This design comes from an exercise in tuning for a short achievable clock period on the open sky130 flow, not from production work.
Only simulation tests tie the RTL to the original design; equivalence was not proved.
Power and IR drop assume default switching activity.

## flow/flow/run.sh

```bash
#!/bin/bash
# The standard layout, with the ports of the RS / CRTC_TYPE -> DO / DE paths
# placed together and the DO logic rebuilt after floorplan (flow/io.tcl).
set -euo pipefail
bash standard.sh IO_CONSTRAINTS="$PWD/flow/io.tcl" finish > flow_make.log 2>&1
```

## flow/flow/io.tcl

```tcl
# Sourced at the end of floorplan (IO_CONSTRAINTS): keep the ports of the
# RS / CRTC_TYPE -> DO / DE paths together on one edge, and rebuild the DO logic.
set_io_pin_constraint -group -order -region left:* -pin_names {DO[7] DO[6] DO[5] DO[4] RS CRTC_TYPE DE DO[3] DO[2] DO[1] DO[0]}
source [file join [file dirname [info script]] surg.tcl]
```

## flow/flow/surg.tcl

```tcl
# Rebuild the read-data output logic as two gate levels per bit:
#   DO[i] = mux2i(S=CRTC_TYPE, A0=and2(RS, rd0n[i]), A1=nand2(RS, rd1[i]))
#   DO[5] = mux2i(S=CRTC_TYPE, A0=and2(RS, rd0n[5]), A1=mux2i(S=RS, A0=nvde, A1=rd1[5]))
# which is the function the RTL gives DO, then remove the logic left without loads.
set surg_block [ord::get_db_block]
proc surg_master {n} { return [[ord::get_db] findMaster $n] }
proc surg_inst {cell name conns} {
  set inst [odb::dbInst_create $::surg_block [surg_master $cell] $name]
  foreach {pin net} $conns { [$inst findITerm $pin] connect $net }
  return $inst
}
array set surg_q {}
foreach inst [$surg_block getInsts] {
  set n [$inst getName]
  if {[regexp {^(rd0n|rd1)\\\[(\d)\\\]\$} $n -> b i]} { set surg_q($b,$i) [[$inst findITerm Q] getNet] }
  if {[regexp {^nvde\$} $n]} { set surg_q(nvde) [[$inst findITerm Q] getNet] }
}
if {[array size surg_q] != 17} { error "surgery: found [array size surg_q] of 17 register outputs" }
set surg_rs [$surg_block findNet RS]
set surg_ct [$surg_block findNet CRTC_TYPE]
for {set i 0} {$i < 8} {incr i} {
  set out [$surg_block findNet "DO\[$i\]"]
  if {$out eq "NULL"} { error "surgery: no net DO\[$i\]" }
  foreach it [$out getITerms] { if {[$it isOutputSignal]} { $it disconnect } }
  set na [odb::dbNet_create $surg_block "do_a_$i"]
  set nb [odb::dbNet_create $surg_block "do_b_$i"]
  surg_inst sky130_fd_sc_hd__and2_2 "do_and_$i" [list A $surg_rs B $surg_q(rd0n,$i) X $na]
  if {$i == 5} {
    surg_inst sky130_fd_sc_hd__mux2i_2 "do_st_$i" [list S $surg_rs A0 $surg_q(nvde) A1 $surg_q(rd1,$i) Y $nb]
  } else {
    surg_inst sky130_fd_sc_hd__nand2_2 "do_nand_$i" [list A $surg_rs B $surg_q(rd1,$i) Y $nb]
  }
  surg_inst sky130_fd_sc_hd__mux2i_2 "do_mux_$i" [list S $surg_ct A0 $na A1 $nb Y $out]
}
# remove combinational cells whose outputs drive nothing
set surg_removed 0
set surg_changed 1
while {$surg_changed} {
  set surg_changed 0
  foreach inst [$surg_block getInsts] {
    set m [[$inst getMaster] getName]
    if {![string match sky130_fd_sc_hd__* $m] || [string match *df* $m] || [string match *dl* $m]} { continue }
    set hasout 0
    set dead 1
    foreach it [$inst getITerms] {
      if {[$it isOutputSignal]} {
        set hasout 1
        set net [$it getNet]
        if {$net ne "NULL" && ([llength [$net getITerms]] > 1 || [llength [$net getBTerms]] > 0)} { set dead 0 }
      }
    }
    if {$hasout && $dead} {
      set nets {}
      foreach it [$inst getITerms] { set net [$it getNet]; if {$net ne "NULL"} { lappend nets $net } }
      odb::dbInst_destroy $inst
      foreach net $nets { if {[llength [$net getITerms]] == 0 && [llength [$net getBTerms]] == 0} { odb::dbNet_destroy $net } }
      incr surg_removed
      set surg_changed 1
    }
  }
}
puts "surgery: rebuilt DO\[7:0\], removed $surg_removed cells"
```

## flow/standard.sh

```bash
#!/bin/bash
# synth_recipe.tcl (not shown) runs the flow's synth.tcl, then flattens the netlist and writes it again
# the make line also repeats each setting of config.mk as NAME=value (left out here)
make -C /OpenROAD-flow-scripts/flow DESIGN_CONFIG=/design/flow/config.mk WORK_HOME=/design/flow/orfs CLKGATE_MAP_FILE= SYNTH_SCRIPT=/design/flow/synth_recipe.tcl "${@:-finish}"
```

## flow/config.mk

```make
export PLATFORM = sky130hd
export DESIGN_NAME = UM6845R
export DESIGN_NICKNAME = UM6845R
export VERILOG_FILES = /design/flow/design.v
export SDC_FILE = /design/flow/constraint.sdc
export NUM_CORES = 4
export LEC_CHECK = 0
export ABC_CLOCK_PERIOD_IN_PS = 2500
export CAP_MARGIN = 20
export CORE_MARGIN = 2
export CORE_UTILIZATION = 40
export PLACE_DENSITY = 0.6
export SETUP_SLACK_MARGIN = 3.5
export SLEW_MARGIN = 20
export TNS_END_PERCENT = 100
```

## flow/constraint.sdc

```tcl
create_clock -name core_clock -period 6.0 [get_ports {CLOCK}]
set_input_delay 1.2000 -clock core_clock [delete_from_list [all_inputs] [get_ports {CLOCK}]]
set_output_delay 1.2000 -clock core_clock [all_outputs]
set_load 0.01 [all_outputs]
```

## flow/design.v

```verilog
module UM6845R
(
	input            CLOCK,
	input            CLKEN,
	input            nRESET,
	input            CRTC_TYPE,
	input            ENABLE,
	input            nCS,
	input            R_nW,
	input            RS,
	input      [7:0] DI,
	output reg [7:0] DO,
	output reg       VSYNC,
	output reg       HSYNC,
	output           DE,
	output reg       FIELD,
	output           CURSOR,
	output reg [13:0] MA,
	output reg  [4:0] RA
);
/*verilator lint_off WIDTH*/
reg [7:0] R0_h_total;
reg [7:0] R1_h_displayed;
reg [7:0] R2_h_sync_pos;
reg [3:0] R3_v_sync_width;
reg [3:0] R3_h_sync_width;
reg [6:0] R4_v_total;
reg [4:0] R5_v_total_adj;
reg [6:0] R6_v_displayed;
reg [6:0] R7_v_sync_pos;
reg [1:0] R8_skew;
reg [1:0] R8_interlace;
reg [4:0] R9_v_max_line;
reg [1:0] R10_cursor_mode;
reg [4:0] R10_cursor_start;
reg [4:0] R11_cursor_end;
reg [5:0] R12_start_addr_h;
reg [7:0] R13_start_addr_l;
reg [5:0] R14_cursor_h;
reg [7:0] R15_cursor_l;
reg [15:0] asel;
reg ct;
always @(posedge CLOCK) ct <= CRTC_TYPE;
wire wr   = ENABLE & ~nCS & ~R_nW;
wire wr_a = wr & ~RS;
wire wr_d = wr & RS;
wire [15:0] w = {16{wr_d}} & asel;         
wire [15:0] dsel = DI[4] ? 16'd0 : (16'd1 << DI[3:0]);
always @(posedge CLOCK) begin
	if (wr_a) asel <= dsel;
	if (w[0])  R0_h_total <= DI;
	if (w[1])  R1_h_displayed <= DI;
	if (w[2])  R2_h_sync_pos <= DI;
	if (w[3])  {R3_v_sync_width,R3_h_sync_width} <= DI;
	if (w[4])  R4_v_total <= DI[6:0];
	if (w[5])  R5_v_total_adj <= DI[4:0];
	if (w[6])  R6_v_displayed <= DI[6:0];
	if (w[7])  R7_v_sync_pos <= DI[6:0];
	if (w[8])  {R8_skew, R8_interlace} <= {DI[5:4],DI[1:0]};
	if (w[9])  R9_v_max_line <= DI[4:0];
	if (w[10]) {R10_cursor_mode,R10_cursor_start} <= DI[6:0];
	if (w[11]) R11_cursor_end <= DI[4:0];
	if (w[12]) R12_start_addr_h <= DI[5:0];
	if (w[13]) R13_start_addr_l <= DI[7:0];
	if (w[14]) R14_cursor_h <= DI[5:0];
	if (w[15]) R15_cursor_l <= DI[7:0];
end
reg R0h_z, R1_z, R2_z, R3h_nz, R4_z, R5_nz, R6_z, R7_z, R9_z;
reg [6:0] R6m1, R7m1;
always @(posedge CLOCK) begin
	if (w[0]) R0h_z  <= ~|DI[7:1];
	if (w[1]) R1_z   <= ~|DI;
	if (w[2]) R2_z   <= ~|DI;
	if (w[3]) R3h_nz <= |DI[3:0];
	if (w[4]) R4_z   <= ~|DI[6:0];
	if (w[5]) R5_nz  <= |DI[4:0];
	if (w[6]) R6_z   <= ~|DI[6:0];
	if (w[6]) R6m1   <= DI[6:0] - 1'd1;
	if (w[7]) R7_z   <= ~|DI[6:0];
	if (w[7]) R7m1   <= DI[6:0] - 1'd1;
	if (w[9]) R9_z   <= ~|DI[4:0];
end
wire        R6nz_n = w[6] ? |DI[6:0] : ~R6_z;
wire        il_n   = w[8] ? &DI[1:0] : &R8_interlace;
function [7:0] rsel0(input [15:0] a, input [6:0] r10, input [4:0] r11, input [5:0] r12,
                     input [7:0] r13, input [5:0] r14, input [7:0] r15);
	rsel0 = ({8{a[10]}} & r10) | ({8{a[11]}} & r11) | ({8{a[12]}} & r12) |
	        ({8{a[13]}} & r13) | ({8{a[14]}} & r14) | ({8{a[15]}} & r15);
endfunction
reg [7:0] rd0n, rd1;
always @(posedge CLOCK) begin
	if (wr_a) begin
		rd0n <= ~rsel0(dsel, {R10_cursor_mode,R10_cursor_start}, R11_cursor_end, R12_start_addr_h,
		               R13_start_addr_l, R14_cursor_h, R15_cursor_l);
		rd1  <= rsel0(dsel & 16'b1100_1111_1111_1111, {R10_cursor_mode,R10_cursor_start}, R11_cursor_end,
		              R12_start_addr_h, R13_start_addr_l, R14_cursor_h, R15_cursor_l) |
		        {8{DI[4:0] == 5'd31}};
	end
	else if (wr_d & |asel[15:10]) begin
		rd0n <= ~(DI & {~(asel[10] | asel[11] | asel[12] | asel[14]), ~(asel[11] | asel[12] | asel[14]), ~asel[11], 5'h1F});
		rd1  <= (asel[12] | asel[13]) ? 8'h00 : DI & {~(asel[10] | asel[11] | asel[14]), ~(asel[11] | asel[14]), ~asel[11], 5'h1F};
	end
end
reg nvde;    
always @(*) begin
	if (CRTC_TYPE) DO = RS ? rd1 : {2'b00, nvde, 5'b00000};
	else           DO = ~({8{RS}} & rd0n);
end
wire il = &R8_interlace;
reg  [7:0] hcc, hcc1;            
reg  [4:0] line;
reg  [6:0] row;
reg        in_adj;
reg        field;
reg [13:0] row_addr;
reg        hcc_last, line_last, row_last;
wire hn_R1  = hcc_last ? R1_z  : (hcc1 == R1_h_displayed);
wire hn_R2  = hcc_last ? R2_z  : (hcc1 == R2_h_sync_pos);
wire hn_R0h = hcc_last ? R0h_z : (hcc1 == {1'b0, R0_h_total[7:1]});
wire hn_0   = hcc_last | ~|hcc1;
wire [4:0] line_inc  = line + 1'd1 + il;
wire [4:0] line_next = line_last ? 5'd0 : {line_inc[4:1], line_inc[0] & ~il};
wire frame_adj = row_last & ~in_adj & R5_nz;
wire row_zero  = row_last & (in_adj | ~R5_nz);           
wire fn_c      = in_adj | (row_last & ~R5_nz);            
wire [6:0] row1 = row + 1'd1;
wire rn_R6 = row_zero ? R6_z : (row == R6m1);
wire rn_R7 = row_zero ? R7_z : (row == R7m1);
wire row_nz = |row;
wire row_new   = hcc_last & line_last;
wire frame_new = row_new & fn_c;
wire CRTC1_reload =  ct & ~line_last & ~row_nz & hn_0;
wire CRTC0_reload = ~ct & hcc_last & R4_z & R9_z;
wire reload = frame_new | CRTC0_reload | CRTC1_reload;
wire adv    = hn_R1 & line_last;
wire [7:0]  hcc_n   = hcc_last ? 8'd0 : hcc1;
wire [7:0]  hcc1_n  = hcc_last ? 8'd1 : hcc1 + 1'd1;
wire [4:0]  line_n  = hcc_last ? line_next : line;
wire        in_adj_n = row_new ? (frame_adj | (in_adj & ~fn_c)) : in_adj;
wire        field_n = frame_new ? (~field & R8_interlace[0]) : field;
wire [6:0]  row_n   = (row_new & ~frame_adj) ? (fn_c ? 7'd0 : row1) : row;
wire [13:0] R1213   = {R12_start_addr_h, R13_start_addr_l};
wire [8:0]  ra_lo  = row_addr[7:0] + R1_h_displayed;
wire [5:0]  ra_hi1 = row_addr[13:8] + 1'd1;
wire [13:0] ra_adv = {ra_lo[8] ? ra_hi1 : row_addr[13:8], ra_lo[7:0]};
wire [5:0]  MA_hi1 = MA[13:8] + 1'd1;
wire [8:0]  MA_lo1 = MA[7:0] + 1'd1;
wire [8:0]  MA_loa = MA[7:0] + R1_h_displayed + 1'd1;
wire [13:0] MA_inc = {MA_lo1[8] ? MA_hi1 : MA[13:8], MA_lo1[7:0]};
wire [13:0] MA_adv = {MA_loa[8] ? MA_hi1 : MA[13:8], MA_loa[7:0]};
wire [13:0] row_addr_n = reload ? R1213 : adv ? ra_adv : row_addr;
wire s_rl  = reload;
wire s_ra  = ~reload & hn_0;
wire s_adv = ~reload & ~hn_0 & adv;
wire s_inc = ~reload & ~hn_0 & ~adv;
wire [13:0] MA_n = ({14{s_rl}} & R1213) | ({14{s_ra}} & row_addr) |
                   ({14{s_adv}} & MA_adv) | ({14{s_inc}} & MA_inc);
always @(posedge CLOCK) begin
	if(~nRESET) begin
		hcc    <= 0;
		hcc1   <= 1;
		line   <= 0;
		row    <= 0;
		in_adj <= 0;
		field  <= 0;
	end
	else if(CLKEN) begin
		hcc  <= hcc_n;
		hcc1 <= hcc1_n;
		line <= line_n;
		in_adj <= in_adj_n;
		field <= field_n;
		row  <= row_n;
	end
end
always @(posedge CLOCK) begin
	if(~nRESET) begin
		row_addr <= R1213;
		MA       <= R1213;
	end
	else if(CLKEN) begin
		row_addr <= row_addr_n;
		MA       <= MA_n;
	end
end
function hlf(input [7:0] r0, input cty, input rst, input cke, input last,
             input [7:0] h, input [7:0] h1);
	reg r0nz;
	begin
		r0nz = |r0;
		hlf = ~rst ? (~r0nz & cty) :
		      cke ? (last ? (~r0nz & cty) : ((h1 == r0) & (cty | r0nz))) :
		            ((h == r0) & (cty | r0nz));
	end
endfunction
function llf(input [4:0] ln, input adj, input [4:0] r5, input [4:0] r9, input i);
	reg [4:0] r5m1, la, lb;
	begin
		r5m1 = r5 - 1'd1;
		la = {r5m1[4:1], r5m1[0] & ~i};
		lb = {r9[4:1], r9[0] & ~i};
		llf = adj ? ((ln == la) | ~|la) : ((ln == lb) | ~|lb);
	end
endfunction
function rlf(input [6:0] r, input [6:0] r4);
	rlf = (r == r4) | ~|r4;
endfunction
wire [4:0] line_f   = ~nRESET ? 5'd0 : CLKEN ? line_n : line;
wire       in_adj_f = nRESET & (CLKEN ? in_adj_n : in_adj);
wire [6:0] row_f    = ~nRESET ? 7'd0 : CLKEN ? row_n : row;
wire       w_il     = w[5] | w[8] | w[9];
wire hl_R = hlf(R0_h_total, CRTC_TYPE, nRESET, CLKEN, hcc_last, hcc, hcc1);
wire hl_D = hlf(DI,         CRTC_TYPE, nRESET, CLKEN, hcc_last, hcc, hcc1);
wire ll_R  = llf(line_f, in_adj_f, R5_v_total_adj, R9_v_max_line, il);
wire ll_5  = llf(line_f, in_adj_f, DI[4:0],        R9_v_max_line, il);
wire ll_9  = llf(line_f, in_adj_f, R5_v_total_adj, DI[4:0],       il);
wire ll_8  = llf(line_f, in_adj_f, R5_v_total_adj, R9_v_max_line, &DI[1:0]);
wire rl_R = rlf(row_f, R4_v_total);
wire rl_D = rlf(row_f, DI[6:0]);
always @(posedge CLOCK) begin
	hcc_last  <= (w[0] & hl_D) | (~w[0] & hl_R);
	line_last <= (w[5] & ll_5) | (w[9] & ll_9) | (w[8] & ll_8) | (~w_il & ll_R);
	row_last  <= (w[4] & rl_D) | (~w[4] & rl_R);
end
reg hde;
reg [3:0] hsc;
wire hde_n = hn_R1 ? 1'b0 : hcc_last ? 1'b1 : hde;
always @(posedge CLOCK) begin
	if(~nRESET) begin
		hsc    <= 0;
		hde    <= 0;
		HSYNC  <= 0;
	end
	else if (CLKEN) begin
		hde <= hde_n;
		if(|hsc) hsc <= hsc - 1'd1;
		else if (hn_R2) begin
			if(R3h_nz) begin
				HSYNC <= 1;
				hsc <= R3_h_sync_width - 1'd1;
			end
		end
		else HSYNC <= 0;
	end
end
reg vde;
reg [3:0] vsc;
reg       vsync_allow;
wire vs_tick  = field ? hn_R0h : hcc_last;
wire vmatch   = field ? ((row == R7_v_sync_pos) & ~|line) : (rn_R7 & line_last);
wire vs_fire  = vs_tick & ~|vsc & vsync_allow & vmatch;
wire vde_n    = row_new ? (rn_R6 ? 1'b0 : frame_new ? 1'b1 : vde) : vde;
always @(posedge CLOCK) begin
	if(~nRESET) begin
		vsc    <= 0;
		vde    <= 0;
		nvde   <= 1;
		VSYNC  <= 0;
		vsync_allow <= 1;
	end
	else begin
		if (CLKEN & vs_fire) vsync_allow <= 0;
		else if ((wr & asel[7]) | (CLKEN & row_new & (~row_zero | row_nz))) vsync_allow <= 1;
		if (CLKEN) begin
			vde  <= vde_n;
			nvde <= ~vde_n;
			if(vs_tick) begin
				if(|vsc) vsc <= vsc - 1'd1;
				else if (vsync_allow & vmatch) begin
					VSYNC <= 1;
					vsc <= (ct ? 4'd0 : R3_v_sync_width) - 1'd1;
				end
				else VSYNC <= 0;
			end
		end
	end
end
reg cursor_line;
wire cursor_line_n = (line == R10_cursor_start) ? 1'b1 : (line == R11_cursor_end) ? 1'b0 : cursor_line;
reg cpre, ceqh, ceql;
assign CURSOR = cpre & ceqh & ceql;
function [0:0] eqw6(input [5:0] x, input wr, input [5:0] d, input [5:0] r);
	eqw6 = (wr & (x == d)) | (~wr & (x == r));
endfunction
function [0:0] eqw8(input [7:0] x, input wr, input [7:0] d, input [7:0] r);
	eqw8 = (wr & (x == d)) | (~wr & (x == r));
endfunction
wire rst_or_rl = ~nRESET | (CLKEN & s_rl);
wire c_ra  = nRESET & CLKEN & s_ra;
wire c_adv = nRESET & CLKEN & s_adv;
wire c_inc = nRESET & CLKEN & s_inc;
wire c_h   = nRESET & ~CLKEN;
wire ceqh_n = (rst_or_rl & eqw6(R1213[13:8],    w[14], DI[5:0], R14_cursor_h)) |
              (c_ra      & eqw6(row_addr[13:8], w[14], DI[5:0], R14_cursor_h)) |
              (c_adv     & eqw6(MA_adv[13:8],   w[14], DI[5:0], R14_cursor_h)) |
              (c_inc     & eqw6(MA_inc[13:8],   w[14], DI[5:0], R14_cursor_h)) |
              (c_h       & eqw6(MA[13:8],       w[14], DI[5:0], R14_cursor_h));
wire ceql_n = (rst_or_rl & eqw8(R1213[7:0],    w[15], DI, R15_cursor_l)) |
              (c_ra      & eqw8(row_addr[7:0], w[15], DI, R15_cursor_l)) |
              (c_adv     & eqw8(MA_adv[7:0],   w[15], DI, R15_cursor_l)) |
              (c_inc     & eqw8(MA_inc[7:0],   w[15], DI, R15_cursor_l)) |
              (c_h       & eqw8(MA[7:0],       w[15], DI, R15_cursor_l));
always @(posedge CLOCK) begin
	ceqh <= ceqh_n;
	ceql <= ceql_n;
	if(~nRESET) begin
		cursor_line <= 0;
		cpre <= 0;
	end
	else if (CLKEN) begin
		cursor_line <= cursor_line_n;
		cpre <= hde_n & vde_n & cursor_line_n;
	end
end
reg       nde0;                  
reg [1:0] dde;
reg       ndesk;                 
wire       de0_n = hde_n & vde_n & R6nz_n;
wire       de0_h = hde & vde & R6nz_n;
wire [1:0] dde_n = {dde[0], ~nde0};
function skewsel(input [1:0] s, input d0, input [1:0] dd);
	case (s)
		2'd0: skewsel = d0;
		2'd1: skewsel = dd[0];
		2'd2: skewsel = dd[1];
		default: skewsel = 1'b0;
	endcase
endfunction
assign DE = ~(CRTC_TYPE ? nde0 : ndesk);
always @(posedge CLOCK) begin
	if(~nRESET) begin
		nde0   <= 1;
		dde    <= 2'b00;
		ndesk  <= 1;
		FIELD  <= il_n;
		RA     <= 5'd0;
	end
	else if (CLKEN) begin
		nde0   <= ~de0_n;
		dde    <= dde_n;
		ndesk  <= ~((w[8] & skewsel(DI[5:4], de0_n, dde_n)) | (~w[8] & skewsel(R8_skew, de0_n, dde_n)));
		FIELD  <= ~field_n & il_n;
		RA     <= {line_n[4:1], line_n[0] | (field_n & il_n)};
	end
	else begin
		nde0   <= ~de0_h;
		ndesk  <= ~((w[8] & skewsel(DI[5:4], de0_h, dde)) | (~w[8] & skewsel(R8_skew, de0_h, dde)));
		FIELD  <= ~field & il_n;
		RA     <= {line[4:1], line[0] | (field & il_n)};
	end
end
endmodule
```

==> results.py, run 1 <==
metrics = {
    "logic_synthesis": {
        "yosys_warnings": 1,
        "async_flop_share": 0,
        "syn-cell-area_mm2": 0.01533,
        "synthCells": 1539,
        "syn-mean-instance-area_um2": 9.958,
        "synth.distinct_cells": 101,
        "synth_edf_count": 183,
        "synth_fp_nets": 1589,
        "synth_ff_type": "edfxtp_1",
        "synth_seq_cells": 245,
        "ys_seq_area_frac": 0.4395,
    },
    "run_status": {
        "haltStage": "floorplan (2_1_floorplan)",
        "error": "Error: floorplan.tcl, 162 can't read \"::surg_block\": no such variable",
        "status": "aborted with a tool error",
    },
    "die": {
        "die_height_um": 199.7,
        "dieWidth_um": 199.7,
        "fp-row-count": 71,
        "start_util": 0.4069,
    },
}
cells in the mapped netlist, types with 7 or more instances:
master / count / area share
xor2_1: 79 / 0.045
nand4b_1: 8 / 0.0046
nor2_1: 81 / 0.020
nand2b_1: 13 / 0.0053
and2_1: 24 / 0.0098
a2bb2oi_1: 7 / 0.0040
ha_1: 32 / 0.026
nand3_1: 48 / 0.016
or4_1: 11 / 0.0054
a21o_1: 10 / 0.0049
o21a_1: 14 / 0.0069
xnor2_1: 182 / 0.10
and3_1: 17 / 0.0069
buf_2: 27 / 0.0088
nor3_1: 40 / 0.013
nor4b_1: 7 / 0.0040
a21oi_1: 78 / 0.025
mux2i_1: 10 / 0.0065
nand2_1: 129 / 0.032
or3_1: 10 / 0.0041
inv_1: 52 / 0.013
nor3b_1: 7 / 0.0034
o21ai_0: 48 / 0.016
buf_1: 8 / 0.0020
a31oi_1: 27 / 0.011
nor2b_1: 7 / 0.0029
buf_6: 8 / 0.0059
nand4_1: 41 / 0.017
nor4_1: 30 / 0.012
o211ai_1: 18 / 0.0088
edfxtp_1: 183 / 0.36
o31ai_1: 7 / 0.0034
clkbuf_1: 48 / 0.012
dfxtp_1: 62 / 0.081
a22oi_1: 22 / 0.011
a211oi_1: 12 / 0.0059
cells by family after synthesis:
logic type               after synthesis  synth area share
buffers and inverters                156           0.04833
adder cells (fa/ha/maj)               35           0.02939
XOR/XNOR                             265            0.1550
multiplexers                          14          0.009470
AO/OA/AOI/OAI                        321            0.1440
AND/OR/NAND/NOR                      503            0.1742
flip-flops                           245            0.4395
==> inputs of run 2 (changes only) <==
--- a/flow/flow/surg.tcl
+++ b/flow/flow/surg.tcl
@@ -2,7 +2,9 @@
 #   DO[i] = mux2i(S=CRTC_TYPE, A0=and2(RS, rd0n[i]), A1=nand2(RS, rd1[i]))
 #   DO[5] = mux2i(S=CRTC_TYPE, A0=and2(RS, rd0n[5]), A1=mux2i(S=RS, A0=nvde, A1=rd1[5]))
 # which is the function the RTL gives DO, then remove the logic left without loads.
-set surg_block [ord::get_db_block]
+set ::surg_block [ord::get_db_block]
+proc surg_main {} {
+set surg_block $::surg_block
 proc surg_master {n} { return [[ord::get_db] findMaster $n] }
 proc surg_inst {cell name conns} {
   set inst [odb::dbInst_create $::surg_block [surg_master $cell] $name]
@@ -60,3 +62,5 @@
   }
 }
 puts "surgery: rebuilt DO\[7:0\], removed $surg_removed cells"
+}
+surg_main
==> run 2 against run 1 <==
The run now finishes clean. Area after synthesis is the same. Synthesized cell count did not move.
==> results.py, run 2 <==
metrics = {
    "run_status": {
        "status": "no timing/DRC/antenna violations",
    },
    "die": {
        "fp-row-count": 71,
        "start_util": 0.4069,
        "coreArea_mm2": 0.03767,
        "dieWidth_um": 199.7,
        "io_pins": 48,
        "dieArea_mm2": 0.03990,
        "die_height_um": 199.7,
    },
    "flow_run": {
        "drv_cap": 0,
    },
    "logic_synthesis": {
        "syn-mean-instance-area_um2": 9.958,
        "synth_fp_nets": 1589,
        "synth.cells.most_frequent": "edfxtp_1 (183), xnor2_1 (182), nand2_1 (129)",
        "ys_top_cells_by_area": "edfxtp_1 (36%), xnor2_1 (10%), dfxtp_1 (8.1%)",
        "synth.distinct_cells": 101,
        "synthCells": 1539,
        "synth_top_area_cell": "edfxtp_1",
        "async_flop_share": 0,
        "syn-cell-area_mm2": 0.01533,
        "yosys_warnings": 1,
        "ys_seq_area_frac": 0.4395,
        "synth_ff_type": "edfxtp_1",
        "synth_most_common_cell": "edfxtp_1",
        "synth_top_family_by_area": "simple AND/OR/NAND/NOR gates",
        "synth_xor_area_frac": 0.1550,
        "synth_edf_count": 183,
        "synth_compound_area_frac": 0.1440,
        "synth_fa_ha_area_frac": 0.02939,
        "synth.top_cell.area_share": 0.3586,
        "yosys.area_share.simple": 0.1742,
        "synth_seq_cells": 245,
        "synth.mux.area_fraction": 0.009470,
    },
    "global_route": {
        "antenna_found_initial": 0,
        "grt_pass1_vias": 12680,
        "track_usage": 0.2630,
        "grt_overflow": 0,
        "grt_max_degree": 38,
        "grt_pass1_wl_um": 78700,
    },
    "power": {
        "p_leak_uw": 0.006962,
        "cellPowerDensity_mw_per_mm2": 241.7,
        "power_uw": 4757,
        "vdd_drop_max_uv": 275.7,
    },
    "clocking": {
        "cts_buffer_depth": 3,
        "insertion_delay_ns": 0.56,
        "htree_levels": 1,
        "cts_buffers": 27,
        "hold_buffers": 0,
        "root_buffer": "clkbuf_16",
        "clock-sinks": 245,
        "cts_tree": "yes",
        "clk_pin_slew_worst_paths_ns": 0.07,
    },
    "route": {
        "wl_per_cell_um": 24.66,
        "drc": 0,
        "wl_um": 54410,
        "avgViaCountPerCell": 6.041,
        "drt_iter0_drc": 1525,
        "drtAntennaViolNets": 0,
        "drt_pass1_iterations": 6,
        "dr_total_vias": 13330,
    },
    "worst_setup_path": {
        "end_kind": "output port",
        "path_class": "input pin to output port",
        "rrSetupSlack_ns": 3.20,
        "path_max_fanout": 6,
        "critPathLaunch": "RS",
        "reg2reg_from": "R1_h_displayed[0]",
        "arrival_ns": 1.80,
        "setup.worst_path.start_class": "input pin",
        "crit_required_ns": 4.80,
    },
    "finish": {
        "num-fill-cells": 3380,
        "nets": 1724,
        "diodes": 0,
        "final_area_mm2": 0.01968,
        "final_cell_mix": "edfxtp_1 (183), xnor2_1 (176), nand2_1 (110), buf_4 (107), xor2_1 (74)",
        "drive_gt1_frac": 0.2631,
        "largest_reg_flops": 16,
        "area_delta_synth_final_pct": 28.41,
        "final_common_cell": "edfxtp_1",
        "largest-register": "asel",
        "top_regs": "asel: 16 flops, MA: 14 flops, row_addr: 14 flops",
    },
    "sta": {
        "finalSetupViolations": 0,
        "fin_crit_sh": 0.5003,
        "rsz0062_at_grt": "yes",
        "slew_violations": 0,
        "finalHoldViolations": 0,
        "max_freq_ghz": 0.3332,
        "tightest_slew_ns": 0.8745,
        "slew_headroom": 0.4116,
        "fin_skew_ns": 0.01749,
        "fin_tns_setup_ns": 0,
        "min_period_ns": 3.002,
    },
    "hold_path": {
        "hp-start": "cursor_line",
        "hold_path_class": "flip-flop to flip-flop",
    },
    "placed_design": {
        "dp_hpwl_um": 34710,
        "gp_congestion": 0.9303,
        "portBuffers": 47,
        "detailed_place.area_mm2": 0.01636,
    },
}
==> run 2: cell counts after synthesis <==
No cell type changed its count.
==> run 2: logic make-up (layout without fill, tap and decap cells) <==
logic type	after synthesis	in the layout
AO/OA/AOI/OAI	321	312
XOR/XNOR	265	265
adder cells (fa/ha/maj)	35	35
buffers and inverters	156	306
flip-flops	245	245
multiplexers	14	23
AND/OR/NAND/NOR	503	509
==> run 2: per-layer routing <==
metal / vias up / GRT usage / routed length, um
met4: 0 / 0.09684 / 2110
li1: 5946 / - / -
met5: - / 0 / 0
met2: 624 / 0.4200 / 24800
met3: 150 / 0.03629 / 4707
met1: 6606 / 0.3647 / 22790
==> run 2: worst paths after layout <==
path                                     to  cells after the start
worst max-delay path                  DO[5]                      4
worst max register to register         ceqh                     11
worst min register to register  cursor_line                      1
worst min-delay path            cursor_line                      1
==> run 2: final cells by class <==
type / count / area [um^2] / share of cell area
multi-input combinational: 1144 / 8915 / 0.4530
inverter: 56 / 274.0 / 0.01392
clock inverter: 14 / 215.2 / 0.01094
sequential: 245 / 6769 / 0.3440
clock buffer: 36 / 813.3 / 0.04132
timing repair buffer: 200 / 2054 / 0.1044
tap: 511 / 639.4 / 0.03249
==> run 2: stage by stage <==
stage | hold slack, ns | instances | utilization | setup WS (ns)
after floorplan | 0.4264 | 1539 | - | 2.780
after global placement | 0.4392 | 2017 | 0.4344 | 1.607
after detailed placement | 0.4413 | 2017 | 0.4344 | 1.554
after CTS | 0.4623 | 2152 | 0.4970 | 3.030
after global routing | 0.4903 | 2206 | 0.5225 | 2.979
final | 0.4611 | 2206 | 0.5225 | 2.998
==> run 2: repair_timing <==
item | 4_1_cts | 5_1_grt
resized for setup | 275 | 111
setup endpoints to repair | 267 | 70
pin swaps | 59 | 56
hold endpoints to repair | 0 | 0
setup buffers | 79 | 48
cloned | 6 | 6
==> run 2: where the power goes <==
group          switching, uW  internal [uW]  leakage, uW  total [uW]
combinational            495            408      0.00426         903
sequential              65.1           1880      0.00220        1950
clock                    737           1170     0.000501        1910
==> run 2: worst max-delay path: stages <==
cell and delay, ns:
buf_16 0.10, mux2i_2 0.25, mux2i_2 0.10, buf_2 0.15
==> inputs of run 3 (changes only) <==
--- a/flow/design.v
+++ b/flow/design.v
@@ -140,12 +140,26 @@
 wire        field_n = frame_new ? (~field & R8_interlace[0]) : field;
 wire [6:0]  row_n   = (row_new & ~frame_adj) ? (fn_c ? 7'd0 : row1) : row;
 wire [13:0] R1213   = {R12_start_addr_h, R13_start_addr_l};
-wire [8:0]  ra_lo  = row_addr[7:0] + R1_h_displayed;
+function [8:0] add8(input [7:0] a, input [7:0] b, input cin);
+	reg [8:0] G, P;
+	integer i, d;
+	begin
+		G = {a & b, cin};
+		P = {a ^ b, 1'b0};
+		for (d = 1; d < 9; d = d * 2)
+			for (i = 8; i >= d; i = i - 1) begin
+				G[i] = G[i] | (P[i] & G[i-d]);
+				P[i] = P[i] & P[i-d];
+			end
+		add8 = {G[8], (a ^ b) ^ G[7:0]};
+	end
+endfunction
+wire [8:0]  ra_lo  = add8(row_addr[7:0], R1_h_displayed, 1'b0);
 wire [5:0]  ra_hi1 = row_addr[13:8] + 1'd1;
 wire [13:0] ra_adv = {ra_lo[8] ? ra_hi1 : row_addr[13:8], ra_lo[7:0]};
 wire [5:0]  MA_hi1 = MA[13:8] + 1'd1;
 wire [8:0]  MA_lo1 = MA[7:0] + 1'd1;
-wire [8:0]  MA_loa = MA[7:0] + R1_h_displayed + 1'd1;
+wire [8:0]  MA_loa = add8(MA[7:0], R1_h_displayed, 1'b1);
 wire [13:0] MA_inc = {MA_lo1[8] ? MA_hi1 : MA[13:8], MA_lo1[7:0]};
 wire [13:0] MA_adv = {MA_loa[8] ? MA_hi1 : MA[13:8], MA_loa[7:0]};
 wire [13:0] row_addr_n = reload ? R1213 : adv ? ra_adv : row_addr;
@@ -285,21 +299,32 @@
 function [0:0] eqw8(input [7:0] x, input wr, input [7:0] d, input [7:0] r);
 	eqw8 = (wr & (x == d)) | (~wr & (x == r));
 endfunction
-wire rst_or_rl = ~nRESET | (CLKEN & s_rl);
 wire c_ra  = nRESET & CLKEN & s_ra;
-wire c_adv = nRESET & CLKEN & s_adv;
 wire c_inc = nRESET & CLKEN & s_inc;
 wire c_h   = nRESET & ~CLKEN;
-wire ceqh_n = (rst_or_rl & eqw6(R1213[13:8],    w[14], DI[5:0], R14_cursor_h)) |
-              (c_ra      & eqw6(row_addr[13:8], w[14], DI[5:0], R14_cursor_h)) |
-              (c_adv     & eqw6(MA_adv[13:8],   w[14], DI[5:0], R14_cursor_h)) |
-              (c_inc     & eqw6(MA_inc[13:8],   w[14], DI[5:0], R14_cursor_h)) |
-              (c_h       & eqw6(MA[13:8],       w[14], DI[5:0], R14_cursor_h));
-wire ceql_n = (rst_or_rl & eqw8(R1213[7:0],    w[15], DI, R15_cursor_l)) |
-              (c_ra      & eqw8(row_addr[7:0], w[15], DI, R15_cursor_l)) |
-              (c_adv     & eqw8(MA_adv[7:0],   w[15], DI, R15_cursor_l)) |
-              (c_inc     & eqw8(MA_inc[7:0],   w[15], DI, R15_cursor_l)) |
-              (c_h       & eqw8(MA[7:0],       w[15], DI, R15_cursor_l));
+function addeq8(input [7:0] a, input [7:0] b, input cin, input [7:0] c);
+	reg [7:0] k;
+	reg [6:0] kk;
+	begin
+		k = a ^ b ^ c;
+		kk = (a[6:0] & b[6:0]) | (a[6:0] & k[6:0]) | (b[6:0] & k[6:0]);
+		addeq8 = (k[0] == cin) & (k[7:1] == kk);
+	end
+endfunction
+wire lo_inc_R = addeq8(MA[7:0], 8'd0, 1'b1, R15_cursor_l);
+wire lo_inc_D = addeq8(MA[7:0], 8'd0, 1'b1, DI);
+wire cy_inc   = &MA[7:0];
+wire hi0_eq   = eqw6(MA[13:8], w[14], DI[5:0], R14_cursor_h);
+wire hi1_eq   = eqw6(MA_hi1,   w[14], DI[5:0], R14_cursor_h);
+wire c_rl     = nRESET & CLKEN & s_rl;
+wire ceqh_n = (c_rl  & eqw6(R1213[13:8],    w[14], DI[5:0], R14_cursor_h)) |
+              (c_ra  & eqw6(row_addr[13:8], w[14], DI[5:0], R14_cursor_h)) |
+              (c_inc & ((cy_inc & hi1_eq) | (~cy_inc & hi0_eq))) |
+              (c_h   & hi0_eq);
+wire ceql_n = (c_rl  & eqw8(R1213[7:0],    w[15], DI, R15_cursor_l)) |
+              (c_ra  & eqw8(row_addr[7:0], w[15], DI, R15_cursor_l)) |
+              (c_inc & ((w[15] & lo_inc_D) | (~w[15] & lo_inc_R))) |
+              (c_h   & eqw8(MA[7:0],       w[15], DI, R15_cursor_l));
 always @(posedge CLOCK) begin
 	ceqh <= ceqh_n;
 	ceql <= ceql_n;
==> flow/flow/run.sh (replaced) <==
#!/bin/bash
# The standard layout, with the ports of the RS / CRTC_TYPE -> DO / DE paths
# placed together and the DO logic rebuilt after floorplan (flow/io.tcl), and
# timing repair free to change a cell's footprint.
set -euo pipefail
bash standard.sh IO_CONSTRAINTS="$PWD/flow/io.tcl" MATCH_CELL_FOOTPRINT=0 finish > flow_make.log 2>&1
--- a/flow/flow/surg.tcl
+++ b/flow/flow/surg.tcl
@@ -28,7 +28,7 @@
   set nb [odb::dbNet_create $surg_block "do_b_$i"]
   surg_inst sky130_fd_sc_hd__and2_2 "do_and_$i" [list A $surg_rs B $surg_q(rd0n,$i) X $na]
   if {$i == 5} {
-    surg_inst sky130_fd_sc_hd__mux2i_2 "do_st_$i" [list S $surg_rs A0 $surg_q(nvde) A1 $surg_q(rd1,$i) Y $nb]
+    surg_inst sky130_fd_sc_hd__mux2i_4 "do_st_$i" [list S $surg_rs A0 $surg_q(nvde) A1 $surg_q(rd1,$i) Y $nb]
   } else {
     surg_inst sky130_fd_sc_hd__nand2_2 "do_nand_$i" [list A $surg_rs B $surg_q(rd1,$i) Y $nb]
   }
==> run 3 against run 2 <==
Still clean on timing, DRC and antenna. Global-route usage is 1.2 points lower. Final area down 4.9%. Core utilization grew 0.65 points. Synthesized cell count fell by 8.1%.
==> results.py, run 3 <==
metrics = {
    "run_status": {
        "status": "no timing/DRC/antenna violations",
    },
    "route": {
        "drtAntennaViolNets": 0,
        "wl_um": 48470,
        "drt_iter0_drc": 1201,
        "drc": 0,
        "avgViaCountPerCell": 5.904,
        "drt_pass1_iterations": 5,
        "wl_per_cell_um": 23.57,
        "dr_total_vias": 12140,
    },
    "die": {
        "dieWidth_um": 193.0,
        "io_pins": 48,
        "coreArea_mm2": 0.03540,
        "die_height_um": 193.0,
        "dieArea_mm2": 0.03727,
        "start_util": 0.4039,
        "fp-row-count": 69,
    },
    "global_route": {
        "track_usage": 0.2508,
        "grt_max_degree": 35,
        "antenna_found_initial": 0,
        "grt_pass1_wl_um": 70390,
        "grt_pass1_vias": 11370,
        "grt_overflow": 0,
    },
    "finish": {
        "num-fill-cells": 3038,
        "drive_gt1_frac": 0.2589,
        "multi_input_area_mm2": 0.008001,
        "diodes": 0,
        "top_regs": "asel: 16 flops, MA: 14 flops, row_addr: 14 flops",
        "regArea_mm2": 0.006770,
        "area_delta_synth_final_pct": 30.99,
        "largest-register": "asel",
        "final_cell_mix": "edfxtp_1 (183), xnor2_1 (147), buf_4 (119), nand2_1 (98), xor2_1 (94)",
        "nets": 1637,
        "largest_reg_flops": 16,
        "final_common_cell": "edfxtp_1",
    },
    "logic_synthesis": {
        "synth_seq_cells": 245,
        "yosys.area_share.simple": 0.1528,
        "async_flop_share": 0,
        "ys_seq_area_frac": 0.4712,
        "synth_fp_nets": 1478,
        "syn-cell-area_mm2": 0.01429,
        "synth.top_cell.area_share": 0.3844,
        "yosys_warnings": 1,
        "synth.distinct_cells": 72,
        "synth_fa_ha_area_frac": 0.04254,
        "synth_compound_area_frac": 0.1307,
        "syn-mean-instance-area_um2": 10.11,
        "synth_ff_type": "edfxtp_1",
        "synth_edf_count": 183,
        "synth_xor_area_frac": 0.1519,
        "synthCells": 1414,
        "synth.cells.most_frequent": "edfxtp_1 (183), xnor2_1 (154), nand2_1 (116)",
        "ys_top_cells_by_area": "edfxtp_1 (38%), xnor2_1 (9.4%), dfxtp_1 (8.7%)",
        "synth_top_family_by_area": "simple AND/OR/NAND/NOR gates",
        "synth_most_common_cell": "edfxtp_1",
        "synth.mux.area_fraction": 0.01103,
        "synth_top_area_cell": "edfxtp_1",
    },
    "placed_design": {
        "gp_congestion": 0.8817,
        "dp_hpwl_um": 30680,
        "portBuffers": 47,
    },
    "clocking": {
        "clock-sinks": 245,
        "insertion_delay_ns": 0.55,
        "cts_tree": "yes",
        "root_buffer": "clkbuf_16",
        "htree_levels": 1,
        "cts_buffer_depth": 3,
        "cts_buffers": 28,
        "clk_pin_slew_worst_paths_ns": 0.06,
        "hold_buffers": 0,
    },
    "worst_setup_path": {
        "rrSetupSlack_ns": 3.43,
        "cpMaxStageDelayCell": "mux2i_4",
        "arrival_ns": 1.79,
        "path_class": "input pin to output port",
        "path_cells": "buf_16, mux2i_4, mux2i_2, buf_2",
        "critPathLaunch": "RS",
        "endpoint": "DO[5]",
        "reg2reg_from": "MA[1]",
        "path_max_fanout": 5,
        "cpPeakStageDelay_ns": 0.17,
        "setup.worst_path.start_class": "input pin",
        "worst_r2r_endpoint": "MA[9]",
        "end_kind": "output port",
        "rr_worst_depth": 12,
        "crit_required_ns": 4.80,
    },
    "sta": {
        "fin_crit_sh": 0.4981,
        "tightest_slew_ns": 0.9776,
        "finalHoldViolations": 0,
        "fin_skew_ns": 0.01173,
        "slew_headroom": 0.3462,
        "slew_violations": 0,
        "finalSetupViolations": 0,
        "max_freq_ghz": 0.3346,
        "rsz0062_at_grt": "yes",
        "min_period_ns": 2.989,
        "fin_tns_setup_ns": 0,
    },
    "power": {
        "power_uw": 4566,
        "p_leak_uw": 0.007092,
        "cellPowerDensity_mw_per_mm2": 243.8,
        "vdd_drop_max_uv": 253.0,
    },
    "flow_run": {
        "drv_cap": 0,
    },
    "hold_path": {
        "hold_path_class": "flip-flop to flip-flop",
    },
}
-- run 3: cell types whose count changed after synthesis, moves of 15 or more --
cell	change
a31oi_1	-15
and2_1	-15
a21oi_1	-18
ha_1	+15
xnor2_1	-28
nor2_1	+18
xor2_1	+15
-- run 3: metrics by stage --
step                  util  cells  worst slack (ns)  hold WS (ns)  area [um^2]
CTS                 0.4993   1993             3.012        0.4883        17670
global route        0.5290   2056             2.967        0.5059        18730
floorplan                -   1414             3.023        0.4264        14820
finish              0.5290   2056             3.011        0.5034        18730
detailed placement  0.4401   1858             1.464        0.4635        15580
global placement    0.4398   1857             1.499        0.4585        15570
-- run 3: worst min path at each step --
stage / from / slack (ns) / to / depth (start not counted)
4_1_cts: cursor_line / 0.49 / cursor_line / 1
3_3_place_gp: cpre / 0.46 / cpre / 1
3_5_place_dp: cpre / 0.46 / cpre / 1
2_1_floorplan: cursor_line / 0.43 / cursor_line / 1
6_report: cursor_line / 0.50 / cursor_line / 1
5_1_grt: cursor_line / 0.51 / cursor_line / 1
-- run 3: cell families (layout without fill, tap and decap cells) --
group | after synthesis | after routing
mux | 15 | 24
fa+ha+maj | 48 | 48
buf+inv | 143 | 318
xor+xnor | 248 | 248
simple gates | 442 | 448
compound gates | 273 | 264
flops | 245 | 245
-- run 3: repair_timing --
action,CTS,global route
cloned,6,4
pin swaps,30,53
setup endpoints to repair,262,64
buffers inserted,77,59
resized for setup,191,118
hold endpoints to repair,0,0
-- run 3: cell type report --
cell class / instances / share of cell area
multi-input cells: 1032 / 0.4273
flip-flops and latches: 245 / 0.3616
repair buffers: 208 / 0.1165
clock buffers: 36 / 0.04009
well taps: 461 / 0.03080
inverters: 58 / 0.01390
clock inverters: 16 / 0.009822
-- run 3: critical path, delay by kind of cell --
family | cells | cell delay [ns]
muxes | 2 | 0.31
buffers and inverters | 2 | 0.27
-- run 3: report_power, final --
part	internal (uW)	switching [uW]	total, uW	leakage (uW)
sequential	1890	76.5	1960	0.00220
clock	1050	704	1750	0.000459
combinational	395	454	849	0.00443
total	3330	1230	4570	0.00709
-- run 3: routing by layer --
metal  track usage  share of wire  vias to the layer above
met4       0.07955          0.033                        0
met5             0              0                        -
li1              -              -                     5484
met3       0.04181          0.084                      114
met2        0.4181           0.48                      616
met1        0.3335           0.41                     5924
==> inputs of run 4 (changes only) <==
==> flow/flow/run.sh (replaced) <==
#!/bin/bash
# The standard layout, with the ports of the RS / CRTC_TYPE -> DO / DE paths
# placed together and the DO logic rebuilt after floorplan (flow/io.tcl), and
# strong output buffers on DO / DE before global routing (flow/ports.tcl).
set -euo pipefail
bash standard.sh IO_CONSTRAINTS="$PWD/flow/io.tcl" PRE_GLOBAL_ROUTE_TCL="$PWD/flow/ports.tcl" finish > flow_make.log 2>&1
==> flow/flow/ports.tcl (new file) <==
# Before global routing: give the DO / DE output ports and the RS / CRTC_TYPE
# input ports strong buffers; the repair and legalisation that follow in
# global_route.tcl keep the placement legal.
proc ports_upsize {} {
  set block [ord::get_db_block]
  set n 0
  foreach bt [$block getBTerms] {
    set name [$bt getName]
    set net [$bt getNet]
    if {[string match {DO\[*} $name] || $name eq "DE"} {
      foreach it [$net getITerms] {
        if {[$it isOutputSignal]} {
          set inst [$it getInst]
          if {[string match sky130_fd_sc_hd__buf_* [[$inst getMaster] getName]]} {
            replace_cell [$inst getName] sky130_fd_sc_hd__buf_6
            incr n
          }
        }
      }
    }
  }
  puts "ports: resized $n output buffers"
}
ports_upsize
==> run 4 against run 3 <==
Via count increased by 0.54%. Non-clock buffer count unchanged. Total power decreased by 0.83%. Synthesized cell count unchanged. Critical path depth unchanged. Register-to-register slack got worse by 0.07 ns. Cell count decreased by 0.15%. Combinational power increased by 2.7%. Core utilization increased by 0.18 points. Hold slack got worse by 0.014 ns. Critical endpoint unchanged. Largest power group unchanged.
==> results.py, run 4 <==
metrics = {
    "global_route": {
        "antenna_found_initial": 1,
        "grt_overflow": 0,
        "track_usage": 0.2541,
        "grt_max_degree": 35,
        "grt_pass1_wl_um": 71230,
        "grt_pass1_vias": 11710,
    },
    "finish": {
        "largest-register": "asel",
        "multi_input_area_mm2": 0.008066,
        "final_cell_mix": "edfxtp_1 (183), xnor2_1 (147), buf_4 (109), nand2_1 (100), xor2_1 (94)",
        "drive_gt1_frac": 0.2720,
        "area_delta_synth_final_pct": 31.45,
        "diodes": 0,
        "final_common_cell": "edfxtp_1",
        "nets": 1636,
        "largest_reg_flops": 16,
        "final_core_util": 0.5309,
        "regArea_mm2": 0.006774,
        "num-fill-cells": 3075,
        "final_area_mm2": 0.01879,
        "top_regs": "asel: 16 flops, MA: 14 flops, row_addr: 14 flops",
    },
    "clocking": {
        "cts_tree": "yes",
        "htree_levels": 1,
        "root_buffer": "clkbuf_16",
        "clock-sinks": 245,
        "clk_pin_slew_worst_paths_ns": 0.06,
        "insertion_delay_ns": 0.56,
        "cts_buffer_depth": 3,
        "cts_buffers": 27,
        "hold_buffers": 0,
    },
    "worst_setup_path": {
        "arrival_ns": 1.83,
        "crit_required_ns": 4.80,
        "path_max_fanout": 8,
        "path_class": "input pin to output port",
        "setup.worst_path.start_class": "input pin",
        "critPathLaunch": "RS",
        "reg2reg_from": "MA[0]",
        "cp_top_family": "multiplexers",
        "crit_buf_inv": 2,
        "cpPeakStageDelay_ns": 0.20,
        "cpMaxStageDelayCell": "mux2i_2",
        "path_cells": "buf_16, mux2i_4, mux2i_2, buf_6",
        "end_kind": "output port",
    },
    "placed_design": {
        "detailed_place.area_mm2": 0.01559,
        "place_ws_ns": 1.506,
        "dp_hpwl_um": 30400,
        "gp_congestion": 0.9093,
        "portBuffers": 47,
    },
    "sta": {
        "tightest_slew_ns": 1.017,
        "fin_crit_sh": 0.5051,
        "slew_violations": 0,
        "fin_ws_ns": 2.969,
        "rsz0062_at_grt": "yes",
        "min_period_ns": 3.031,
        "fin_tns_setup_ns": 0,
        "finalSetupViolations": 0,
        "fin_skew_ns": 0.01394,
        "finalHoldViolations": 0,
        "slew_headroom": 0.3201,
        "max_freq_ghz": 0.3300,
    },
    "die": {
        "coreArea_mm2": 0.03540,
        "start_util": 0.4039,
        "io_pins": 48,
        "die_height_um": 193.0,
        "fp-row-count": 69,
        "dieArea_mm2": 0.03727,
        "dieWidth_um": 193.0,
    },
    "hold_path": {
        "hp-start": "cursor_line",
        "hold_path_class": "flip-flop to flip-flop",
    },
    "logic_synthesis": {
        "synth_fp_nets": 1478,
        "synth_most_common_cell": "edfxtp_1",
        "synth.cells.most_frequent": "edfxtp_1 (183), xnor2_1 (154), nand2_1 (116)",
        "synth_edf_count": 183,
        "synthCells": 1414,
        "yosys_warnings": 1,
        "syn-cell-area_mm2": 0.01429,
        "synth_top_area_cell": "edfxtp_1",
        "syn-mean-instance-area_um2": 10.11,
        "ys_top_cells_by_area": "edfxtp_1 (38%), xnor2_1 (9.4%), dfxtp_1 (8.7%)",
        "async_flop_share": 0,
        "synth.top_cell.area_share": 0.3844,
        "ys_seq_area_frac": 0.4712,
        "synth.distinct_cells": 72,
        "synth_ff_type": "edfxtp_1",
        "synth_seq_cells": 245,
    },
    "run_status": {
        "status": "no timing/DRC/antenna violations",
    },
    "route": {
        "drtAntennaViolNets": 0,
        "dr_total_vias": 12200,
        "wl_per_cell_um": 23.69,
        "drc": 0,
        "drt_iter0_drc": 1317,
        "wl_um": 48630,
        "drt_pass1_iterations": 6,
        "avgViaCountPerCell": 5.944,
    },
    "flow_run": {
        "drv_cap": 0,
    },
    "power": {
        "vdd_drop_max_uv": 217.2,
        "p_leak_uw": 0.006899,
        "cellPowerDensity_mw_per_mm2": 241.0,
    },
}
==> run 4: cell counts after synthesis <==
No cell type changed its count.
==> run 4: cell type report <==
cell class,instances,share of cell area
Multi-Input combinational cell,1032,0.4293
Sequential cell,245,0.3605
Timing Repair Buffer,208,0.1175
Clock buffer,28,0.03616
Tap cell,461,0.03070
Inverter,58,0.01458
Clock inverter,21,0.01125
==> run 4: cell families after synthesis <==
kind of cell / count (synthesis) / share of synthesized area
AO/OA/AOI/OAI: 273 / 0.1307
flip-flops: 245 / 0.4712
multiplexers: 15 / 0.01103
AND/OR/NAND/NOR: 442 / 0.1528
buffers and inverters: 143 / 0.03974
adder cells (fa/ha/maj): 48 / 0.04254
XOR/XNOR: 248 / 0.1519
==> run 4: routing by layer <==
metal  up-vias  track usage  wire length (um)
li1       5466            -                 -
met4         0      0.08800              1726
met1      5985       0.3347             19890
met3       142      0.04127              3846
met2       611       0.4246             23170
met5         -            0                 0
==> run 4: per-stage QoR <==
| step | power (uW) | hold WS (ns) | instances |
|---|---|---|---|
| after floorplan | 2413 | 0.4264 | 1414 |
| after global placement | 2608 | 0.4856 | 1858 |
| after detailed placement | 2616 | 0.4828 | 1858 |
| after CTS | 4447 | 0.4974 | 2013 |
| after global routing | 4674 | 0.5128 | 2053 |
| final | 4528 | 0.4897 | 2053 |
==> run 4: path summary, 6_finish.rpt <==
path                            cells past startpoint  slack (ns)          end
worst max-delay path                                4        2.97        DO[5]
worst min register to register                      1        0.49  cursor_line
worst max register to register                     13        3.36       MA[13]
worst min-delay path                                1        0.49  cursor_line
==> run 4: power by group <==
part	total [uW]	switching (uW)	internal, uW
clock	1700	706	992
combinational	872	461	411
sequential	1960	73.5	1880
total	4530	1240	3290
==> run 4: what timing repair did <==
item	CTS	global route
pin swaps	50	71
cloned	6	3
endpoints found under the setup margin	274	74
endpoints found under the hold margin	0	0
gates resized for setup	261	114
setup buffers	100	37
==> inputs of run 5 (changes only) <==
--- a/flow/design.v
+++ b/flow/design.v
@@ -87,24 +87,24 @@
 	rsel0 = ({8{a[10]}} & r10) | ({8{a[11]}} & r11) | ({8{a[12]}} & r12) |
 	        ({8{a[13]}} & r13) | ({8{a[14]}} & r14) | ({8{a[15]}} & r15);
 endfunction
-reg [7:0] rd0n, rd1;
+reg [7:0] rd0, rd1;
 always @(posedge CLOCK) begin
 	if (wr_a) begin
-		rd0n <= ~rsel0(dsel, {R10_cursor_mode,R10_cursor_start}, R11_cursor_end, R12_start_addr_h,
-		               R13_start_addr_l, R14_cursor_h, R15_cursor_l);
+		rd0  <= rsel0(dsel, {R10_cursor_mode,R10_cursor_start}, R11_cursor_end, R12_start_addr_h,
+		              R13_start_addr_l, R14_cursor_h, R15_cursor_l);
 		rd1  <= rsel0(dsel & 16'b1100_1111_1111_1111, {R10_cursor_mode,R10_cursor_start}, R11_cursor_end,
 		              R12_start_addr_h, R13_start_addr_l, R14_cursor_h, R15_cursor_l) |
 		        {8{DI[4:0] == 5'd31}};
 	end
 	else if (wr_d & |asel[15:10]) begin
-		rd0n <= ~(DI & {~(asel[10] | asel[11] | asel[12] | asel[14]), ~(asel[11] | asel[12] | asel[14]), ~asel[11], 5'h1F});
+		rd0  <= (DI & {~(asel[10] | asel[11] | asel[12] | asel[14]), ~(asel[11] | asel[12] | asel[14]), ~asel[11], 5'h1F});
 		rd1  <= (asel[12] | asel[13]) ? 8'h00 : DI & {~(asel[10] | asel[11] | asel[14]), ~(asel[11] | asel[14]), ~asel[11], 5'h1F};
 	end
 end
-reg nvde;    
+reg vde;
 always @(*) begin
-	if (CRTC_TYPE) DO = RS ? rd1 : {2'b00, nvde, 5'b00000};
-	else           DO = ~({8{RS}} & rd0n);
+	if (CRTC_TYPE) DO = RS ? rd1 : {2'b00, ~vde, 5'b00000};
+	else           DO = RS ? rd0 : 8'hFF;
 end
 wire il = &R8_interlace;
 reg  [7:0] hcc, hcc1;            
@@ -257,7 +257,6 @@
 		else HSYNC <= 0;
 	end
 end
-reg vde;
 reg [3:0] vsc;
 reg       vsync_allow;
 wire vs_tick  = field ? hn_R0h : hcc_last;
@@ -268,7 +267,6 @@
 	if(~nRESET) begin
 		vsc    <= 0;
 		vde    <= 0;
-		nvde   <= 1;
 		VSYNC  <= 0;
 		vsync_allow <= 1;
 	end
@@ -277,7 +275,6 @@
 		else if ((wr & asel[7]) | (CLKEN & row_new & (~row_zero | row_nz))) vsync_allow <= 1;
 		if (CLKEN) begin
 			vde  <= vde_n;
-			nvde <= ~vde_n;
 			if(vs_tick) begin
 				if(|vsc) vsc <= vsc - 1'd1;
 				else if (vsync_allow & vmatch) begin
==> flow/flow/run.sh (replaced) <==
#!/bin/bash
# The standard layout, with the ports of the RS / CRTC_TYPE -> DO / DE paths
# placed together and the DO logic rebuilt after floorplan (flow/io.tcl), and
# timing repair free to change a cell's footprint.
set -euo pipefail
bash standard.sh IO_CONSTRAINTS="$PWD/flow/io.tcl" MATCH_CELL_FOOTPRINT=0 finish > flow_make.log 2>&1
==> flow/flow/surg.tcl (replaced) <==
# Rebuild the read-data output logic with one gate level before the output mux:
#   DO[i] = mux2i(S=CRTC_TYPE, A0=nor2(~RS, rd0[i]), A1=nand2(RS, rd1[i]))
#   DO[5] = mux2i(S=CRTC_TYPE, A0=nor2(~RS, rd0[5]), A1=a2bb2oi(A1_N=RS, A2_N=vde, B1=RS, B2=rd1[5]))
# which is the function the RTL gives DO, then remove the logic left without loads.
set ::surg_block [ord::get_db_block]
proc surg_master {n} { return [[ord::get_db] findMaster $n] }
proc surg_inst {cell name conns} {
  set inst [odb::dbInst_create $::surg_block [surg_master $cell] $name]
  foreach {pin net} $conns { [$inst findITerm $pin] connect $net }
  return $inst
}
proc surg_main {} {
  set block $::surg_block
  array set q {}
  foreach inst [$block getInsts] {
    set n [$inst getName]
    if {[regexp {^(rd0|rd1)\\\[(\d)\\\]\$} $n -> b i]} { set q($b,$i) [[$inst findITerm Q] getNet] }
    if {[regexp {^vde\$} $n]} { set q(vde) [[$inst findITerm Q] getNet] }
  }
  if {[array size q] != 17} { error "surgery: found [array size q] of 17 register outputs" }
  set rs [$block findNet RS]
  set ct [$block findNet CRTC_TYPE]
  set rsn [odb::dbNet_create $block "do_rs_n"]
  surg_inst sky130_fd_sc_hd__inv_4 "do_rs_inv" [list A $rs Y $rsn]
  for {set i 0} {$i < 8} {incr i} {
    set out [$block findNet "DO\[$i\]"]
    if {$out eq "NULL"} { error "surgery: no net DO\[$i\]" }
    foreach it [$out getITerms] { if {[$it isOutputSignal]} { $it disconnect } }
    set na [odb::dbNet_create $block "do_a_$i"]
    set nb [odb::dbNet_create $block "do_b_$i"]
    surg_inst sky130_fd_sc_hd__nor2_2 "do_nor_$i" [list A $rsn B $q(rd0,$i) Y $na]
    if {$i == 5} {
      surg_inst sky130_fd_sc_hd__a2bb2oi_2 "do_st_$i" [list A1_N $rs A2_N $q(vde) B1 $rs B2 $q(rd1,$i) Y $nb]
    } else {
      surg_inst sky130_fd_sc_hd__nand2_2 "do_nand_$i" [list A $rs B $q(rd1,$i) Y $nb]
    }
    surg_inst sky130_fd_sc_hd__mux2i_2 "do_mux_$i" [list S $ct A0 $na A1 $nb Y $out]
  }
  # remove combinational cells whose outputs drive nothing
  set removed 0
  set changed 1
  while {$changed} {
    set changed 0
    foreach inst [$block getInsts] {
      set m [[$inst getMaster] getName]
      if {![string match sky130_fd_sc_hd__* $m] || [string match *df* $m] || [string match *dl* $m]} { continue }
      set hasout 0
      set dead 1
      foreach it [$inst getITerms] {
        if {[$it isOutputSignal]} {
          set hasout 1
          set net [$it getNet]
          if {$net ne "NULL" && ([llength [$net getITerms]] > 1 || [llength [$net getBTerms]] > 0)} { set dead 0 }
        }
      }
      if {$hasout && $dead} {
        set nets {}
        foreach it [$inst getITerms] { set net [$it getNet]; if {$net ne "NULL"} { lappend nets $net } }
        odb::dbInst_destroy $inst
        foreach net $nets { if {[llength [$net getITerms]] == 0 && [llength [$net getBTerms]] == 0} { odb::dbNet_destroy $net } }
        incr removed
        set changed 1
      }
    }
  }
  puts "surgery: rebuilt DO\[7:0\], removed $removed cells"
}
surg_main
removed: flow/flow/ports.tcl
==> run 5 against run 4 <==
Still clean. Die area is 0.18% lower. Maximum frequency rose by 0.93%. Hold slack worse by 0.031 ns. Via count is 4.0% lower. Combinational power shrank 12%. Register-to-register slack worse by 0.05 ns. Global-route usage is 0.46 points lower. Sequential share of layout area rose by 1.2 points. Setup slack better by 0.028 ns. Clock skew is 0.014 ns higher.
==> results.py, run 5 <==
metrics = {
    "placed_design": {
        "detailed_place.area_mm2": 0.01533,
        "dp_hpwl_um": 30280,
        "portBuffers": 47,
        "gp_congestion": 0.8947,
    },
    "clocking": {
        "clock-sinks": 244,
        "cts_buffers": 29,
        "insertion_delay_ns": 0.56,
        "cts_buffer_depth": 3,
        "hold_buffers": 0,
        "cts_tree": "yes",
        "root_buffer": "clkbuf_16",
        "htree_levels": 1,
        "clk_pin_slew_worst_paths_ns": 0.06,
    },
    "finish": {
        "final_common_cell": "edfxtp_1",
        "final_area_mm2": 0.01815,
        "nets": 1586,
        "drive_gt1_frac": 0.2427,
        "largest_reg_flops": 16,
        "diodes": 0,
        "final_cell_mix": "edfxtp_1 (183), xnor2_1 (140), xor2_1 (105), nand2_1 (91), buf_4 (89)",
        "area_delta_synth_final_pct": 27.16,
        "largest-register": "asel",
        "top_regs": "asel: 16 flops, MA: 14 flops, row_addr: 14 flops",
    },
    "hold_path": {
        "hold_path_class": "flip-flop to flip-flop",
        "hp-start": "VSYNC",
    },
    "logic_synthesis": {
        "synth.cells.most_frequent": "edfxtp_1 (183), xnor2_1 (147), nand2_1 (113)",
        "synth_top_area_cell": "edfxtp_1",
        "ys_top_cells_by_area": "edfxtp_1 (39%), xnor2_1 (9.0%), dfxtp_1 (8.6%)",
        "yosys_warnings": 1,
        "synth_most_common_cell": "edfxtp_1",
        "syn-cell-area_mm2": 0.01427,
        "syn-mean-instance-area_um2": 10.16,
        "ys_seq_area_frac": 0.4707,
        "synth_fp_nets": 1469,
        "synthCells": 1405,
        "synth_ff_type": "edfxtp_1",
        "async_flop_share": 0,
        "synth_seq_cells": 244,
        "synth_edf_count": 183,
        "synth.top_cell.area_share": 0.3851,
        "synth.distinct_cells": 80,
    },
    "worst_setup_path": {
        "arrival_ns": 1.80,
        "setup.worst_path.start_class": "input pin",
        "crit_required_ns": 4.80,
        "path_class": "input pin to output port",
        "rrSetupSlack_ns": 3.31,
        "critPathLaunch": "RS",
        "reg2reg_from": "MA[0]",
        "path_max_fanout": 5,
        "end_kind": "output port",
    },
    "power": {
        "vdd_drop_max_uv": 222.0,
        "cellPowerDensity_mw_per_mm2": 244.0,
        "p_leak_uw": 0.006799,
        "power_uw": 4427,
    },
    "sta": {
        "fin_crit_sh": 0.5005,
        "fin_tns_setup_ns": 0,
        "finalSetupViolations": 0,
        "slew_violations": 0,
        "max_freq_ghz": 0.3330,
        "fin_skew_ns": 0.02839,
        "tightest_slew_ns": 0.9963,
        "min_period_ns": 3.003,
        "slew_headroom": 0.3297,
        "rsz0062_at_grt": "yes",
        "finalHoldViolations": 0,
    },
    "run_status": {
        "status": "no timing/DRC/antenna violations",
    },
    "die": {
        "coreArea_mm2": 0.03531,
        "io_pins": 48,
        "die_height_um": 192.9,
        "fp-row-count": 69,
        "dieArea_mm2": 0.03720,
        "start_util": 0.4041,
        "dieWidth_um": 192.9,
    },
    "route": {
        "drt_iter0_drc": 1124,
        "avgViaCountPerCell": 5.839,
        "wl_um": 46590,
        "wl_per_cell_um": 23.23,
        "dr_total_vias": 11710,
        "drc": 0,
        "drtAntennaViolNets": 0,
        "drt_pass1_iterations": 8,
    },
    "global_route": {
        "grt_overflow": 0,
        "grt_max_degree": 41,
        "track_usage": 0.2494,
        "grt_pass1_vias": 11400,
        "grt_pass1_wl_um": 69730,
        "antenna_found_initial": 0,
    },
    "flow_run": {
        "drv_cap": 0,
    },
}
-- run 5: changes by cell type in the layout (fill, tap and decap cells not counted), moves of 8 or more --
cell / delta
clkbuf_1: +9
dlygate4sd2_1: -9
xor2_1: +11
nor3_2: -8
buf_6: -29
clkdlybuf4s15_1: -10
and2_1: +10
dlymetal6s2s_1: +22
buf_4: -20
nand2_1: -9
-- run 5: kinds of logic after synthesis --
kind of cell	synth area share
buf+inv	0.03858
flops	0.4707
mux	0.008593
compound gates	0.1248
simple gates	0.1601
xor+xnor	0.1547
fa+ha+maj	0.04261
-- run 5: worst max-delay path, cell delays in order --
cell and delay, ns:
buf_16 0.12, a2bb2oi_2 0.16, mux2i_2 0.15, buf_2 0.16
-- run 5: final cells by class --
cell class                      instances  area (um^2)
Clock buffer                           47        884.6
Clock inverter                          7        40.04
Fill cell                            3074        17160
Inverter                               56        292.8
Multi-Input combinational cell       1026         7884
Sequential cell                       244         6754
Tap cell                              461        576.8
Timing Repair Buffer                  165         1714
-- run 5: through the flow --
stage                     std cells  utilization  worst slack, ns  hold WS [ns]
after floorplan                1405            -            2.907        0.4264
after global placement         1845       0.4343            1.593        0.4381
after detailed placement       1845       0.4343            1.486        0.4477
after CTS                      1978       0.4962            2.993        0.4616
after global routing           2006       0.5139            2.962        0.4786
final                          2006       0.5139            2.997        0.4591
-- run 5: worst paths after layout --
kind / cells past startpoint / end
worst max-delay path: 4 / DO[5]
worst max register to register: 13 / MA[13]
worst min-delay path: 2 / VSYNC
worst min register to register: 2 / VSYNC
-- run 5: power by group --
part           internal, uW  switching (uW)
logic                   345             426
clock network          1000             706
registers              1880            68.8
total                  3230            1200
-- run 5: layer usage --
| layer | track usage | part of all wire | up-vias |
|---|---|---|---|
| met4 | 0.07487 | 0.030 | 0 |
| li1 | - | - | 5346 |
| met1 | 0.3359 | 0.42 | 5748 |
| met3 | 0.03128 | 0.072 | 107 |
| met2 | 0.4189 | 0.48 | 513 |
| met5 | 0 | 0 | - |
-- run 5: what timing repair did --
item / in CTS / in global routing
buffers inserted: 72 / 27
gates resized for setup: 227 / 115
cloned: 7 / 1
pin swaps: 48 / 56
endpoints found under the setup margin: 263 / 54

afterwards: timing with drivers on the ports:
The results above use ideal ports. As a check the final layouts listed here were re-extracted and re-timed, cells and wires unchanged. Step 1, drivers: a clkbuf_16 drives CLOCK and a buf_2 each remaining input, both assumed. Step 2, shift: input delay + t, output delay - t, t = (earliest + latest rising clock arrival at the registers) / 2. This alone moves slack from input paths to output paths. a / b / c = ideal / step 1 / step 2; a / b = the first two.
run	t (ns)	setup WS [ns]	clock arrival spread, ns
run 2	0.609	2.998 / 2.770 / 2.645	0.020 / 0.021
run 3	0.601	3.011 / 2.849 / 2.754	0.012 / 0.013
run 4	0.599	2.969 / 2.862 / 2.689	0.014 / 0.015
run 5	0.596	2.997 / 2.890 / 2.828	0.029 / 0.028
After both steps setup and hold are still met in every run listed. For run 2, which loses most, drivers alone change the setup slack by -0.228 ns; drivers and shift together by -0.353 ns.
